Source: an optimization exercise on an open RTL-to-GDS flow (aim: small area, a short achievable clock period and few clock cycles per item). Production flows keep margins and buffers that such runs may drop.
Power is estimated from default activity; no workload was simulated.

Design cordic_multiply, start of the top module:
module cordic_multiply #(
    parameter WL = 16,
    parameter FL = 14,
    parameter N_ITER = 15
)(
    input  wire                 clk,
    input  wire                 rst_n,
    input  wire                 start,
    input  wire signed [WL-1:0] in1,
    input  wire signed [WL-1:0] in2,
    output wire signed [WL-1:0] out,
    output reg                  done
);
For scale: ~430 cells after synthesis, about 36 flip-flops, roughly 52 I/O pins, ~4600 um^2 of cells after synthesis.
==> flow/config.mk <==
export PLATFORM = sky130hd
export DESIGN_NAME = cordic_multiply
export DESIGN_NICKNAME = cordic_multiply
export VERILOG_FILES = /design/flow/design.v
export SDC_FILE = /design/flow/constraint.sdc
export NUM_CORES = 4
export LEC_CHECK = 0
export CAP_MARGIN = 20
export CORE_MARGIN = 2
export CORE_UTILIZATION = 40
export CTS_BUF_LIST = sky130_fd_sc_hd__clkbuf_4
export PLACE_DENSITY = 0.75
export SETUP_SLACK_MARGIN = 2.9
export SLEW_MARGIN = 20
export SYNTH_HIERARCHICAL = 1
export SYNTH_MINIMUM_KEEP_SIZE = 0
==> flow/constraint.sdc <==
create_clock -name core_clock -period 7.0 [get_ports {clk}]
set_input_delay 1.4000 -clock core_clock [delete_from_list [all_inputs] [get_ports {clk}]]
set_output_delay 1.4000 -clock core_clock [all_outputs]
set_load 0.01 [all_outputs]
standard.sh (not shown) runs the stock make flow with config.mk's settings and CLKGATE_MAP_FILE= SYNTH_SCRIPT=/design/flow/synth_recipe.tcl, a recipe that flattens the netlist after the stock synthesis.
==> flow/flow/run.sh <==
#!/bin/bash
# Layout flow: the standard flow (standard.sh, unchanged synthesis and
# steps), except that the port buffers are the platform's smallest buffer
# (buf_1) instead of the default pick; repair_design still resizes them where
# a load needs it.  The full output goes to standard.log in this folder.
set -euo pipefail
export BUFFER_PORTS_ARGS="-buffer_cell sky130_fd_sc_hd__buf_1"
bash standard.sh > standard.log 2>&1
Next try:
--- a/flow/design.v
+++ b/flow/design.v
@@ -221,19 +221,19 @@
     wire s205, c206;
     cm_fa us205 (.a(s191), .b(s193), .ci(s195), .s(s205), .co(c206));
     wire s207, c208;
     cm_fa us207 (.a(s197), .b(s199), .ci(c180), .s(s207), .co(c208));
     wire s209, c210;
     cm_fa us209 (.a(c182), .b(c184), .ci(c186), .s(s209), .co(c210));
     wire s211, c212;
     cm_fa us211 (.a(s201), .b(s203), .ci(s205), .s(s211), .co(c212));
     wire s213, c214;
-    cm_fa us213 (.a(s207), .b(c188), .ci(s209), .s(s213), .co(c214));
+    cm_fa us213 (.a(c188), .b(s207), .ci(s209), .s(s213), .co(c214));
     wire s215, c216;
     cm_fa us215 (.a(s211), .b(c190), .ci(s213), .s(s215), .co(c216));
     wire s217, c218;
     cm_fa us217 (.a(p49), .b(p50), .ci(p51), .s(s217), .co(c218));
     wire s219, c220;
     cm_fa us219 (.a(p52), .b(p53), .ci(p54), .s(s219), .co(c220));
     wire s221, c222;
     cm_fa us221 (.a(p55), .b(p56), .ci(p57), .s(s221), .co(c222));
     wire s223, c224;
@@ -269,19 +269,19 @@
     wire s253, c254;
     cm_fa us253 (.a(s243), .b(s245), .ci(s247), .s(s253), .co(c254));
     wire s255, c256;
     cm_fa us255 (.a(c226), .b(c228), .ci(c230), .s(s255), .co(c256));
     wire s257, c258;
     cm_fa us257 (.a(s249), .b(s251), .ci(s253), .s(s257), .co(c258));
     wire s259, c260;
     cm_fa us259 (.a(c232), .b(c234), .ci(s255), .s(s259), .co(c260));
     wire s261, c262;
-    cm_fa us261 (.a(s257), .b(c236), .ci(c238), .s(s261), .co(c262));
+    cm_fa us261 (.a(c236), .b(s257), .ci(c238), .s(s261), .co(c262));
     wire s263, c264;
     cm_fa us263 (.a(p76), .b(p77), .ci(p78), .s(s263), .co(c264));
     wire s265, c266;
     cm_fa us265 (.a(p79), .b(p80), .ci(p81), .s(s265), .co(c266));
     wire s267, c268;
     cm_fa us267 (.a(p82), .b(p83), .ci(p84), .s(s267), .co(c268));
     wire s269, c270;
     cm_fa us269 (.a(p85), .b(p86), .ci(p87), .s(s269), .co(c270));
     wire s271, c272;
The changed run passed the timing, design-rule and antenna checks.
Clock-buffer cell count goes up by 1.
Via count shrinks by 0.73%.
Synthesized cell count is unchanged.
Die area stays the same.
Combinational power stays flat.
Wire length is lower by 1.6%.
Maximum frequency decreases by 0.99%.
Worst setup slack loses 0.040 ns.
Cell area stays flat.
Worst hold slack gains 0.011 ns.
Flip-flop and latch count stays the same.
Critical path depth is unchanged.
No run of this note included a check of the RTL's function; only the layout flow was run.

## port drivers added, routing unchanged
In the flow no input, the clock included, has a driving cell. The finished layouts below were timed again as built, in two steps.
Step 1: set_driving_cell puts a clkbuf_16 on clk and a buf_2 on each other input, an assumption about the parent block.
Step 2 also shifts input and output timing later by t, the mid clock arrival at the registers, as if the neighbouring blocks saw the same clock.
a / b / c = no drivers / after step 1 / after step 2; a / b = the first two.
run	t (ns)	setup WS [ns]	latest minus earliest clock arrival (ns)
the first run	0.353	2.996 / 2.988 / 2.635	0.013 / 0.013
the second run	0.347	2.956 / 2.960 / 2.613	0.008 / 0.008
After both steps setup and hold are still met in every run listed. For the first run, which loses most, drivers alone change the setup slack by -0.008 ns; drivers and shift together by -0.361 ns.
